From an optimization exercise on the open Yosys and OpenROAD flow, aimed at small area, a short achievable clock period and few clock cycles per item; shortcuts taken in it are not production practice.
RTL that was checked went through simulation tests only; none was proved equivalent to the original.

==> module csa32, before the edit <==
module csa32 (X, Y, Z, S, C);
    input  [31:0] X, Y, Z;
    output [31:0] S, C;
    wire [31:0] m = (X & Y) | (X & Z) | (Y & Z);
    assign S = X ^ Y ^ Z;
    assign C = {m[30:0], 1'b0};
endmodule
==> module sha256, before the edit <==
module sha256 (Clk, Reset, Start, Chunk, Digest, DigestReady);
    input          Clk;
    input          Reset;
    input          Start;
    input  [511:0] Chunk;
    output [255:0] Digest;
    output reg     DigestReady;
    localparam [31:0] H0A = 32'h6a09e667, H0B = 32'hbb67ae85,
                      H0C = 32'h3c6ef372, H0D = 32'ha54ff53a,
                      H0E = 32'h510e527f, H0F = 32'h9b05688c,
                      H0G = 32'h1f83d9ab, H0H = 32'h5be0cd19;
    localparam [31:0] K0  = 32'h428a2f98,
                      K63 = 32'hc67178f2;
    localparam [31:0] DFIX = H0E - H0A;    
    reg         busy;                  
    reg  [5:0]  cnt;                   
    reg  [31:0] a, b, c, d, e, f, g, h;
    reg  [31:0] hkw;                   
    reg  [31:0] w [0:15];              
    wire [31:0] k, w_new, a_new, e_new;
    wire        last = busy && (cnt == 6'd0);     
    wire        r62  = busy && (cnt == 6'd63);    
    k_constants    kc (cnt, k);
    calc_w         cw (w[0], w[1], w[9], w[14], w_new);
    hash_algorithm ha (hkw, a, b, c, d, e, f, g, a_new, e_new);
    wire [31:0] kn = (cnt == 6'd63) ? K63 + H0A : k;
    wire [31:0] p1s, p1c;
    csa32 p1 (g, kn, w[1], p1s, p1c);
    wire [31:0] d_add = c + (last ? H0D : DFIX);
    wire [31:0] w0 = Chunk[511:480];
    always @(posedge Clk, negedge Reset) begin
        if (!Reset) begin
            busy        <= 1'b0;
            cnt         <= 6'd1;
            DigestReady <= 1'b0;
        end else begin
            cnt <= busy ? cnt + 6'd1 : 6'd1;
            if (busy) begin
                if (last) begin
                    busy        <= 1'b0;
                    DigestReady <= 1'b1;
                end
            end else if (Start) begin
                busy        <= 1'b1;
                DigestReady <= 1'b0;
            end
        end
    end
    integer i;
    always @(posedge Clk) begin
        if (busy) begin
            hkw  <= p1s + p1c;
            for (i = 0; i < 15; i = i + 1) w[i] <= w[i + 1];
            w[15] <= w_new;
            if (last) begin
                {b, c, d} <= {a + H0B, b + H0C, d_add};
                {f, g, h} <= {e + H0F, f + H0G, g + H0H};
            end else if (r62) begin
                {b, c, d} <= {a, b, d_add};
                {f, g, h} <= {e, f, g};
            end else begin
                {b, c, d} <= {a, b, c};
                {f, g, h} <= {e, f, g};
            end
        end else begin
            hkw  <= w0 + (H0H + K0);
            for (i = 0; i < 16; i = i + 1) w[i] <= Chunk[511 - 32*i -: 32];
            if (Start) begin
                {b, c, d} <= {H0B, H0C, H0D};
                {f, g, h} <= {H0F, H0G, H0H};
            end
        end
    end
    wire [31:0] a_idle = (a & ~{32{Start}}) | (H0A & {32{Start}});
    wire [31:0] e_idle = (e & ~{32{Start}}) | (H0E & {32{Start}});
    always @(posedge Clk) begin
        a <= busy ? a_new : a_idle;
        e <= busy ? e_new : e_idle;
    end
    assign Digest = {a, b, c, d, e, f, g, h};
endmodule
Settings: LEC_CHECK=0, ABC_CLOCK_PERIOD_IN_PS=3000, CAP_MARGIN=20, CORE_MARGIN=2, CORE_UTILIZATION=50, CTS_CLUSTER_DIAMETER=80, CTS_CLUSTER_SIZE=20, SETUP_SLACK_MARGIN=5, SLEW_MARGIN=20; clock period 10.0 ns.
standard.sh (not shown) runs the stock make flow with config.mk's settings and CLKGATE_MAP_FILE= SYNTH_SCRIPT=/design/flow/synth_recipe.tcl, a recipe that flattens the netlist after the stock synthesis.
==> flow/flow/run.sh <==
#!/bin/bash
# The standard layout (the standard.sh) with two changes:
#  - the port buffers inserted before placement are made from the smallest
#    buffer instead of the resizer's default pick;
#  - Yosys's synth skips its internal quick ABC pass (-noabc), so that the
#    full adders ORFS extracts from the carry-save logic keep the polarity
#    the RTL gives them instead of gaining inverters between them. ORFS's
#    own ABC mapping after adder extraction runs as usual.
set -euo pipefail
bash standard.sh "BUFFER_PORTS_ARGS=-buffer_cell sky130_fd_sc_hd__buf_1" "SYNTH_ARGS=-noabc" finish > standard_flow.log 2>&1
The baseline went through all stages and came out clean.
Then changed:
--- a/flow/design.v
+++ b/flow/design.v
@@ -68,11 +68,11 @@
     assign AOut = x3s + x3c;
 endmodule
 module csa32 (X, Y, Z, S, C);
     input  [31:0] X, Y, Z;
     output [31:0] S, C;
-    wire [31:0] m = (X & Y) | (X & Z) | (Y & Z);
+    wire [31:0] m = (X & Y) | (Z & (X | Y));
     assign S = X ^ Y ^ Z;
     assign C = {m[30:0], 1'b0};
 endmodule
 module sha256 (Clk, Reset, Start, Chunk, Digest, DigestReady);
     input          Clk;
@@ -83,36 +83,36 @@
     output reg     DigestReady;
     localparam [31:0] H0A = 32'h6a09e667, H0B = 32'hbb67ae85,
                       H0C = 32'h3c6ef372, H0D = 32'ha54ff53a,
                       H0E = 32'h510e527f, H0F = 32'h9b05688c,
                       H0G = 32'h1f83d9ab, H0H = 32'h5be0cd19;
-    localparam [31:0] K0  = 32'h428a2f98,
+    localparam [31:0] K0  = 32'h428a2f98, K1  = 32'h71374491,
                       K63 = 32'hc67178f2;
     localparam [31:0] DFIX = H0E - H0A;    
     reg         busy;                  
     reg  [5:0]  cnt;                   
+    reg  [31:0] kreg;                  
     reg  [31:0] a, b, c, d, e, f, g, h;
     reg  [31:0] hkw;                   
     reg  [31:0] w [0:15];              
     wire [31:0] k, w_new, a_new, e_new;
-    wire        last = busy && (cnt == 6'd0);     
-    wire        r62  = busy && (cnt == 6'd63);    
+    wire        last = busy && (cnt == 6'd1);     
+    wire        r62  = busy && (cnt == 6'd0);     
     k_constants    kc (cnt, k);
     calc_w         cw (w[0], w[1], w[9], w[14], w_new);
     hash_algorithm ha (hkw, a, b, c, d, e, f, g, a_new, e_new);
-    wire [31:0] kn = (cnt == 6'd63) ? K63 + H0A : k;
     wire [31:0] p1s, p1c;
-    csa32 p1 (g, kn, w[1], p1s, p1c);
+    csa32 p1 (g, kreg, w[1], p1s, p1c);
     wire [31:0] d_add = c + (last ? H0D : DFIX);
     wire [31:0] w0 = Chunk[511:480];
     always @(posedge Clk, negedge Reset) begin
         if (!Reset) begin
             busy        <= 1'b0;
-            cnt         <= 6'd1;
+            cnt         <= 6'd2;
             DigestReady <= 1'b0;
         end else begin
-            cnt <= busy ? cnt + 6'd1 : 6'd1;
+            cnt <= busy ? cnt + 6'd1 : 6'd2;
             if (busy) begin
                 if (last) begin
                     busy        <= 1'b0;
                     DigestReady <= 1'b1;
                 end
@@ -123,10 +123,11 @@
         end
     end
     integer i;
     always @(posedge Clk) begin
         if (busy) begin
+            kreg <= last ? K0 : (cnt == 6'd63) ? K63 + H0A : k;
             hkw  <= p1s + p1c;
             for (i = 0; i < 15; i = i + 1) w[i] <= w[i + 1];
             w[15] <= w_new;
             if (last) begin
                 {b, c, d} <= {a + H0B, b + H0C, d_add};
@@ -137,10 +138,11 @@
             end else begin
                 {b, c, d} <= {a, b, c};
                 {f, g, h} <= {e, f, g};
             end
         end else begin
+            kreg <= Start ? K1 : K0;
             hkw  <= w0 + (H0H + K0);
             for (i = 0; i < 16; i = i + 1) w[i] <= Chunk[511 - 32*i -: 32];
             if (Start) begin
                 {b, c, d} <= {H0B, H0C, H0D};
                 {f, g, h} <= {H0F, H0G, H0H};
Effect: Global-route usage went down by 1.1 points; die area hardly moves; critical path depth falls by 3; worst hold slack improved by 0.0036 ns; register-to-register slack gains 0.14 ns.
Testbench counts after the change, summed over its fixed seeds: cycles 16,640, hashes 256.
Only the layout flow was run in the first run of this note; the RTL was not checked for function there.

[port drivers added, routing unchanged]
Ports are ideal in the flow. The routed layouts listed here were re-timed in OpenROAD.
Step 1, drivers: a clkbuf_16 drives Clk and a buf_2 each remaining input, both assumed.
Step 2 adds t to the input delays and takes it off the output delays; t is the mean of the earliest and latest rising clock arrival at the registers after step 1. Input paths then give back, and output paths get back, about the clock's delay inside the block.
Three values: ideal ports, drivers, drivers and shift; two values: the first two.
run | t (ns) | setup slack, ns | clock arrival spread, ns | slew at the worst register clock pin (ns) | cell pins on the clock port's net
the first run | 0.757 | 4.889 / 4.889 / 4.889 | 0.046 / 0.046 | 0.09 / 0.09 | 1
the second run | 0.754 | 5.028 / 5.028 / 5.028 | 0.042 / 0.042 | 0.09 / 0.09 | 1
After both steps every run listed still meets setup and hold.
